What follows belongs to an exercise in optimizing a design on an open flow for small area; a production flow would make more cautious choices.
In this exercise RTL edits were held to simulation tests only and were not proved equivalent to the original.
No activity file was given, so power comes from the tool's default toggle rates.

## design/flow/run.sh

```bash
#!/bin/bash
# synth_recipe.tcl (not shown) runs the flow's synth.tcl, then flattens the netlist and writes it again
# the make line also repeats each setting of config.mk as NAME=value (left out here)
make -C /OpenROAD-flow-scripts/flow DESIGN_CONFIG=/design/flow/config.mk WORK_HOME=/design/flow/orfs CLKGATE_MAP_FILE= SYNTH_SCRIPT=/design/flow/synth_recipe.tcl finish
```

## design/flow/config.mk

```make
export PLATFORM = sky130hd
export DESIGN_NAME = top_level
export DESIGN_NICKNAME = top_level
export VERILOG_FILES = /design/flow/design.v
export SDC_FILE = /design/flow/constraint.sdc
export NUM_CORES = 4
export LEC_CHECK = 0
export ABC_AREA = 1
export CAP_MARGIN = 20
export CORE_MARGIN = 2
export CORE_UTILIZATION = 40
export SLEW_MARGIN = 20
```

## design/flow/constraint.sdc

```tcl
create_clock -name core_clock -period 3.5 [get_ports {clk}]
set_input_delay 0.7000 -clock core_clock [delete_from_list [all_inputs] [get_ports {clk}]]
set_output_delay 0.7000 -clock core_clock [all_outputs]
set_load 0.01 [all_outputs]
```

## design/flow/design.v

```verilog
`timescale 1ns / 1ps
module shr(
   input        clk,
   input        rst,
   input        din,      
   input        sh,       
   input        ld,       
   input  [7:0] ld_data,  
   output       dout,     
   output [7:0] dstr      
);
reg [7:0] shr;
always @ (posedge clk)
begin
   if(rst)
      shr <= 8'b0;
   else if(ld)
      shr <= ld_data;
   else if(sh)
      shr <= {din, shr[7:1]};
end
assign dstr = {din, shr[7:1]};
assign dout = shr[0];
endmodule
`timescale 1ns / 1ps
module srl_fifo #(
   parameter WIDTH=8
   ) (
   input              clk,
   input              rst,
   input              wr,
   input              rd,
   input  [WIDTH-1:0] din,
   output [WIDTH-1:0] dout,
   output             empty,
   output             full
) ;
integer i;
reg [WIDTH-1:0] srl_shr[15:0];
always @ (posedge clk)
begin
   if(wr) begin
      for (i=15; i>0; i=i-1) begin
         srl_shr[i] <= srl_shr[i-1];
      end
      srl_shr[0] <= din;
   end
end
reg [4:0] srl_dcnt;
always @ (posedge clk)
begin
   if (rst) begin
      srl_dcnt <= 0;
   end
   else begin
      if (wr & ~rd)
         srl_dcnt <= srl_dcnt + 1'b1;
      else if (~wr & rd)
         srl_dcnt <= srl_dcnt - 1'b1;
   end
end
reg [4:0] srl_addr;
always @ (posedge clk)
begin
   if (rst) begin
      srl_addr <= 5'h1F;
   end
   else begin
      if (wr & ~rd)
         srl_addr <= srl_addr + 1'b1;
      else if (~wr & rd)
         srl_addr <= srl_addr - 1'b1;
   end
end
assign empty = srl_addr[4];
assign full  = srl_dcnt[4];
assign dout = srl_shr[srl_addr[3:0]];
endmodule
`timescale 1ns / 1ps
module spi_if(
   input         clk,       
   input         rst,       
   input  [10:0] din,      
   input         cmd,      
   input         wr,       
   input         rd,       
   output [ 8:0] dout,     
   output        ack,      
   output        spi_mosi,
   output        spi_sck,
   output        spi_ss,
   input         spi_miso
);
reg [1:0] spi_mode;        
reg       spi_endianness;  
reg [7:0] spi_baudrate;    
always @ (posedge clk)
begin
   if(rst) begin
      spi_mode       <= 2'b0;
      spi_endianness <= 1'b0;
      spi_baudrate   <= 8'b0;
   end
   else if(cmd) begin
      spi_mode       <= din[ 1:0];
      spi_endianness <= din[ 2:2];
      spi_baudrate   <= din[10:3];
   end
end
wire sck_cntr_en;
assign sck_cntr_en = ~spi_ss;
reg [7:0] sck_cntr;
always @ (posedge clk)
begin
   if (rst)
      sck_cntr <= 8'b0;
   else if(sck_cntr == spi_baudrate)
      sck_cntr <= 8'b0;
   else if(sck_cntr_en)
      sck_cntr <= sck_cntr + 1'b1;
end
reg spi_sck_reg;
always @ (posedge clk)
begin
   if (rst)
      spi_sck_reg <= 1'b0;
   else if(~sck_cntr_en)
      spi_sck_reg <= 1'b0;
   else if(sck_cntr == spi_baudrate)
      spi_sck_reg <= ~spi_sck_reg;
end
assign spi_sck = (spi_mode[1] == 1'b0) ? (spi_sck_reg & ~spi_ss) : (~spi_sck_reg & spi_ss);
wire spi_sck_rise, spi_sck_fall;
assign spi_sck_rise = (~spi_sck_reg) & (sck_cntr == spi_baudrate) & (sck_cntr_en);
assign spi_sck_fall = ( spi_sck_reg) & (sck_cntr == spi_baudrate) & (sck_cntr_en);
reg [3:0] state;
parameter S_IDLE = 4'b0000;    
parameter S_DATA = 4'b0001;    
parameter S_ZERO = 4'b0010;    
parameter S_LAST = 4'b1001;    
parameter S_STOP = 4'b1010;    
parameter S_WAIT = 4'b1011;    
wire start_tx, stop_tx, next_tx, read_rx, spi_load;
assign start_tx = ( (state == S_IDLE) & ~wr_fifo_empty & wr_fifo_dout[8] );
assign stop_tx  = (spi_mode[0]) ? ( (state == S_LAST) & spi_sck_rise & spi_tx_stop )
                                : ( (state == S_STOP) & spi_sck_rise );
assign next_tx  = (spi_mode[0]) ? ( (state == S_LAST) & spi_sck_rise & ~wr_fifo_empty & ~spi_tx_stop )
                                : ( (state == S_LAST) & spi_sck_fall & ~wr_fifo_empty & ~spi_tx_stop );
assign read_rx  = (spi_mode[0]) ? ( (state == S_LAST) & spi_sck_rise )
                                : ( (state == S_LAST) & spi_sck_fall );
assign spi_load = (start_tx | next_tx);
always @ (posedge clk)
begin
   if(rst)
      state <= S_IDLE;
   else begin
      case(state)
         S_IDLE: begin
            if( start_tx ) begin
               if (spi_mode[0] == 1'b0)
                  state <= S_ZERO;
               else
                  state <= S_DATA;
            end
         end
         S_LAST: begin
            if( spi_sck_fall & (spi_mode[0] == 1'b0) ) begin
               if ( ~wr_fifo_empty & ~spi_tx_stop )
                  state <= S_ZERO;
               else if ( wr_fifo_empty & ~spi_tx_stop )
                  state <= S_WAIT;
               else if ( spi_tx_stop )
                  state <= S_STOP;
            end
            else if( spi_sck_rise & (spi_mode[0] == 1'b1) ) begin
               if ( ~wr_fifo_empty & ~spi_tx_stop )
                  state <= S_ZERO;
               else if ( wr_fifo_empty & ~spi_tx_stop )
                  state <= S_WAIT;
               else if ( spi_tx_stop )
                  state <= S_IDLE;
            end
         end
         S_WAIT: begin
            if ( ~wr_fifo_empty )
               state <= S_ZERO;
         end
         S_STOP: begin
            if(spi_sck_rise)
               state <= S_IDLE;
         end
         default: begin
            if(( spi_sck_fall & (spi_mode[0] == 1'b0) ) |
               ( spi_sck_rise & (spi_mode[0] == 1'b1) )  )
               state <= state + 1'b1;
         end
      endcase
   end
end
wire spi_shr_sh;
assign spi_shr_sh = (state >= S_ZERO) & (state < S_LAST) &
                    ( (spi_sck_fall) & (spi_mode[0] == 1'b0) | 
                      (spi_sck_rise) & (spi_mode[0] == 1'b1)  );
wire wr_fifo_wr, wr_fifo_empty, wr_fifo_full;
wire [10:0] wr_fifo_dout;
wire [ 7:0] wr_fifo_dout_ordered;
srl_fifo #(
   .WIDTH(11)
)
wr_fifo (
   .clk(clk),
   .rst(rst),
   .wr(wr_fifo_wr),
   .rd(spi_load),
   .din(din),
   .dout(wr_fifo_dout),
   .empty(wr_fifo_empty),
   .full(wr_fifo_full)
);
assign wr_fifo_wr = (wr & ~wr_fifo_full);
assign wr_fifo_dout_ordered = (spi_endianness) ? wr_fifo_dout[7:0]
                                               : {wr_fifo_dout[0], wr_fifo_dout[1],
                                                  wr_fifo_dout[2], wr_fifo_dout[3],
                                                  wr_fifo_dout[4], wr_fifo_dout[5],
                                                  wr_fifo_dout[6], wr_fifo_dout[7]};
reg spi_tx_stop, spi_rx;
always @ (posedge clk)
begin
   if(rst) begin
      spi_tx_stop  <= 1'b0;
      spi_rx       <= 1'b0;
   end
   else if(spi_load) begin
      spi_tx_stop  <= wr_fifo_dout[ 9];
      spi_rx       <= wr_fifo_dout[10];
   end
end
wire [7:0] spi_shr_dout_ordered;
wire rd_fifo_empty, rd_fifo_full;
wire [7:0] rd_fifo_dout;
wire rd_fifo_wr;
reg  rd_fifo_rd;
srl_fifo #(
   .WIDTH(8)
)
rd_fifo (
   .clk(clk),
   .rst(rst),
   .wr(rd_fifo_wr),
   .rd(rd_fifo_rd),
   .din(spi_shr_dout_ordered),
   .dout(rd_fifo_dout),
   .empty(rd_fifo_empty),
   .full(rd_fifo_full)
);
assign rd_fifo_wr = (read_rx & ~rd_fifo_full & spi_rx);
assign dout = (~rd_fifo_empty) ? {1'b0, rd_fifo_dout} : {1'b1, 8'b0};
always @ (posedge clk)
begin
   if(rst)
      rd_fifo_rd <= 1'b0;
   else
      rd_fifo_rd <= (rd & ~rd_fifo_empty);
end
reg ack_reg;
always @ (posedge clk)
begin
   if(rst)
      ack_reg <= 1'b0;
   else
      ack_reg <= wr_fifo_wr | rd | cmd;
end
assign ack = ack_reg;
wire [7:0] spi_shr_dout;
shr spi_shr (
   .clk(clk),
   .rst(rst),
   .din(spi_miso),
   .sh(spi_shr_sh),
   .ld(spi_load),
   .ld_data(wr_fifo_dout_ordered),
   .dout(spi_mosi),
   .dstr(spi_shr_dout)
);
assign spi_shr_dout_ordered = (spi_endianness) ? spi_shr_dout[7:0]
                                               : {spi_shr_dout[0], spi_shr_dout[1],
                                                  spi_shr_dout[2], spi_shr_dout[3],
                                                  spi_shr_dout[4], spi_shr_dout[5],
                                                  spi_shr_dout[6], spi_shr_dout[7]};
reg spi_ss_reg;  
always @ (posedge clk)
begin
   if(rst)
      spi_ss_reg <= 1'b1;
   else if(stop_tx)
      spi_ss_reg <= 1'b1;
   else if(start_tx)
      spi_ss_reg <= 1'b0;
end
assign spi_ss = spi_ss_reg;
endmodule
`timescale 1ns / 1ps
module wishbone_if(
   input         clk,       
   input         rst,       
   input  [31:0] wb_addr,   
   input         wb_we,     
   input         wb_stb,   
   input         wb_cyc,   
   input  [31:0] wb_dout,   
   output [31:0] wb_din,    
   output        wb_ack,    
   output [10:0] dout,      
   output        cmd,       
   output        wr,        
   output        rd,        
   input  [ 8:0] din,       
   input         ack        
);
parameter ADDR_DATA = 32'h0000_0010;
parameter ADDR_CMD  = 32'h0000_0020;
reg [31:0] wb_din_reg;    
reg        wb_ack_reg;    
reg [10:0] dout_reg;      
reg        cmd_reg;       
reg        wr_reg;        
reg        rd_reg;        
wire select;
assign select = (wb_stb & wb_cyc);
reg [1:0] select_reg;
always @ (posedge clk)
begin
   if(rst)
      select_reg <= 2'b0;
   else
      select_reg <= {select_reg[0], select};
end
wire select_rise;
assign select_rise = ( select_reg == 2'b01 );
wire [31:0] din_ext;
assign din_ext = {23'b0, din};
assign wb_din = (select & ~wb_we & ack) ? din_ext : 32'b0;
assign wb_ack = (select) ? ack : 1'b0;
assign dout   = (select &  wb_we) ? wb_dout[10:0] : 11'b0;
assign cmd    = ((wb_addr ^ ADDR_CMD)  == 32'b0) & (select_rise) & ( wb_we);
assign wr     = ((wb_addr ^ ADDR_DATA) == 32'b0) & (select_rise) & ( wb_we);
assign rd     = ((wb_addr ^ ADDR_DATA) == 32'b0) & (select_rise) & (~wb_we);
endmodule
`timescale 1ns / 1ps
module top_level(
   input         clk,
   input         rst,
   input  [31:0] wb_addr,   
   input         wb_we,     
   input         wb_stb,   
   input         wb_cyc,   
   input  [31:0] wb_dout,   
   output [31:0] wb_din,    
   output        wb_ack,    
   output        spi_mosi,
   output        spi_sck,
   output        spi_ss,
   input         spi_miso
);
wire [10:0] dout;
wire [ 8:0] din;
wire cmd, wr, rd, ack;
wishbone_if wishbone_interface (
   .clk(clk), 
   .rst(rst), 
   .wb_addr(wb_addr), 
   .wb_we(wb_we), 
   .wb_stb(wb_stb), 
   .wb_cyc(wb_cyc), 
   .wb_dout(wb_dout), 
   .wb_din(wb_din), 
   .wb_ack(wb_ack), 
   .dout(dout), 
   .cmd(cmd), 
   .wr(wr), 
   .rd(rd), 
   .din(din), 
   .ack(ack)
);
spi_if spi_interface (
   .clk(clk),
   .rst(rst),
   .din(dout),
   .cmd(cmd),
   .wr(wr),
   .rd(rd),
   .dout(din),
   .ack(ack),
   .spi_mosi(spi_mosi),
   .spi_sck(spi_sck),
   .spi_ss(spi_ss),
   .spi_miso(spi_miso)
);
endmodule
```

==> summary.txt <==
status=finished clean; CP Depth=11; Routed Antenna Nets=0; fin crit share=between 90% and 100%; clk buf depth=3; DRC=0; Worst-Margin Slew=794.7 ps; Synth Register Bits=about 360; CTS-repair resized insts=17; Area Growth Syn to Fin=18.63%; Worst R2R Setup Slack=280 ps; headroom to the max-slew limit=a little under half; async set-or-reset flop fraction in the synthesized netlist=0%; library cells used by synthesis=48; critical-path maximum fanout=8; num rows=71; postcts setup bufs=0; cts hold-fix bufs=0; crit path kind=reg -> out; R2R depth=19; Crit. Startpoint=spi_interface.rd_fifo.srl_addr[0]; highest-delay cell along the critical path=dfxtp_2; Crit path arrival time=around 2500 ps; Largest register FFs=between 150 and 200; drt via density=between 4 and 5; hold_ws=437.1 ps; MaxCap Viol Count=0; # H-tree levels=2; core area=approximately 0.038 mm²; TritonCTS clock tree=built; iteration count of the initial detailed-routing pass=6; Storage cell area=0.01032 mm²; R2R Path End=spi_interface.wr_fifo.srl_addr[4]; later-pin clock latency in the skew report=~530 ps; synth warn=7; vias=10280; Post-synth EDFFs=304; first-pass GRT wire length=52.42 mm; initial antenna violation count=0; final setup vio count=0; gr usage total=16.12%; Port-buffer cells=61; Multi-input gate area=0.004588 mm²; Post-Syn Instances=between 1000 and 1500; final setup TNS=0 ps; Peak VDD IR=about 0.31 mV; CP Cell Sequence=inv_1 -> nor2_1 -> buf_4 -> nand2_1 -> inv_4 -> buf_4 -> nand2_1 -> nand4_1 -> a211oi_2 -> a41oi_2 -> dlygate4sd2_1; crit path to=wb_din[5]; Die X=~200 µm; Post-Syn Area=approximately 0.015 mm²; layout cell share with drive strength beyond 1=between 10% and 20%; Final Core Density=about half; Crit path max-delay family=buffers and inverters; wirelength, routed=around 33 mm; Critical Path Source Type=flop; GRT overflow=0; most flop-heavy register=spi_interface.wr_fifo.srl_shr; sequential area share after synthesis=between 60% and 70%; Setup crit end kind=output pin; Fin. Hold Viols=0; Main synth FF type=edfxtp_1; Slew Limit Fails=0; WP data required=between 2000 and 3000 ps; Die Area=roughly 0.04 mm²; Pleak=around 7.0 nW; fmax=between 300 and 400 MHz; Final Skew=16.12 ps; height of the die=between 200 and 250 µm; Worst R2R Start=spi_interface.wr_fifo.srl_addr[2]; DP HPWL=22.19 mm; RePlAce Congestion=~0.84; RSZ-0062 raised after global routing=false; Initial DRC Count=964; largest registers=spi_interface.wr_fifo.srl_shr x176, spi_interface.rd_fifo.srl_shr x128; CTS buffer count=39; Hold WC Path Type=reg -> reg; clock root buffer=clkbuf_16; vias in the first global route=between 10000 and 15000; CTS Sinks=363; minimum clock period=3231 ps; starting density of the core=around two fifths; slowest cell delay on critical path=between 300 and 400 ps; routed len/inst=around 16 µm; Worst-path clk slew=60 ps; largest net degree at the start of global routing=between 150 and 200; CP Buf/Inv Count=5; synthesized area per cell=~11 µm²; # diodes=0; Final #Nets=approximately 1600; fillcell total=between 3000 and 4000; # IOs=approximately 110; Power Density=between 400 and 500 mW/mm²
==> routing by layer <==
layer | global-route usage (%) | part of all wire, % | vias to the layer above
li1 | - | - | 5082
met3 | 2.701 | 5.0 | 51
met4 | 4.984 | 2.2 | 0
met1 | 22.81 | 47 | 4890
met2 | 25.50 | 46 | 260
met5 | 0 | 0 | -
==> synth_stat cells (all sizes together), types with 10 or more instances <==
library cell	instances	share of area [%]
nand2	401	10
edfxtp	304	59
inv	128	3.1
nor2	126	3.2
nand3	66	2.3
dfxtp	59	7.7
o21ai	57	1.9
a21oi	55	1.8
buf	39	1.8
nand4	30	1.3
ha	19	1.5
nor3	16	0.59
a221oi	14	0.80
xor2	14	0.80
clkbuf	11	0.27
a211oi	10	0.49
==> cell usage in the layout, fill, tap and decap left out, types with 13 or more instances in the layout <==
master,n
a21oi_1,53
a221oi_1,14
buf_4,50
clkbuf_16,39
clkdlybuf4s50_1,53
conb_1,23
dfxtp_1,49
edfxtp_1,304
inv_1,117
nand2_1,392
nand3_1,63
nand4_1,29
nor2_1,112
nor3_1,13
o21ai_0,42
o21ai_1,15
xor2_1,14
==> stage by stage <==
stage               power (mW)  cell area, µm²  cells  setup WS, ps
floorplan                5.036           15680   1435         -3796
detailed placement       5.151           17000   2008        -117.9
global route             9.210           18260   2077         25.51
global placement         5.144           17000   2008        -95.33
finish                   8.897           18260   2077         269.4
CTS                      8.984           18220   2077         2.012
==> layout make-up <==
| type | instances | share of cell area [%] |
|---|---|---|
| timing repair buffer | 112 | 5.619 |
| tap | 511 | 3.502 |
| clock buffer | 51 | 5.592 |
| multi-input combinational | 889 | 25.13 |
| clock inverter | 18 | 0.8292 |
| inverter | 133 | 2.796 |
| sequential | 363 | 56.53 |
==> worst min-delay path by stage <==
| stage | cells after the start | slack, ps | endpoint | startpoint |
|---|---|---|---|---|
| 2_1_floorplan | 2 | 410 | wishbone_interface.select_reg[1] | wishbone_interface.select_reg[0] |
| 3_3_place_gp | 2 | 430 | wishbone_interface.select_reg[1] | wishbone_interface.select_reg[0] |
| 3_5_place_dp | 0 | 430 | spi_interface.wr_fifo.srl_shr[10][6] | spi_interface.wr_fifo.srl_shr[9][6] |
| 4_1_cts | 0 | 440 | spi_interface.rd_fifo.srl_shr[3][1] | spi_interface.rd_fifo.srl_shr[2][1] |
| 5_1_grt | 0 | 450 | spi_interface.wr_fifo.srl_shr[10][6] | spi_interface.wr_fifo.srl_shr[9][6] |
| 6_report | 0 | 440 | spi_interface.rd_fifo.srl_shr[3][1] | spi_interface.rd_fifo.srl_shr[2][1] |
==> power breakdown <==
| group | internal, mW | switching, mW |
|---|---|---|
| clock network | 2.21 | 1.62 |
| registers | 4.63 | 0.0192 |
| logic | 0.155 | 0.257 |
| total | 7.00 | 1.90 |
==> kinds of logic (layout without fill, tap and decap cells) <==
group / count (synthesis) / in the layout / synth area share (%)
compound gates: 176 / 176 / 6.926
xor+xnor: 17 / 17 / 0.9674
fa+ha+maj: 23 / 23 / 2.065
buf+inv: 183 / 314 / 5.292
flops: 363 / 363 / 66.99
other cells: 1 / 23 / 0.02436
simple gates: 650 / 650 / 17.74

-- afterwards: timing with drivers on the ports --
The results above use ideal ports. As a check the final layout listed here was re-extracted and re-timed, cells and wires unchanged.
Step 1 assumes that a clkbuf_16 drives the clock port and a buf_2 every other input.
Step 2 times the ports against the registers' clock, not the clock port: input delays grow and output delays shrink by t, the midpoint of the rising clock arrivals with the driver on.
a / b / c = ideal ports / drivers / drivers and shift; a / b = the first two.
t, ns: 0.568
setup WS [ns]: 0.269 / 0.221 / 0.048
worst hold slack (ns): 0.437 / 0.437 / 0.437
worst slew at a driven data input, ns: 0.04
pins driven straight from the clock port: 1
After both steps setup and hold are still met in this run. The setup slack of this run moves by -0.048 ns with the drivers and by -0.221 ns with both steps.
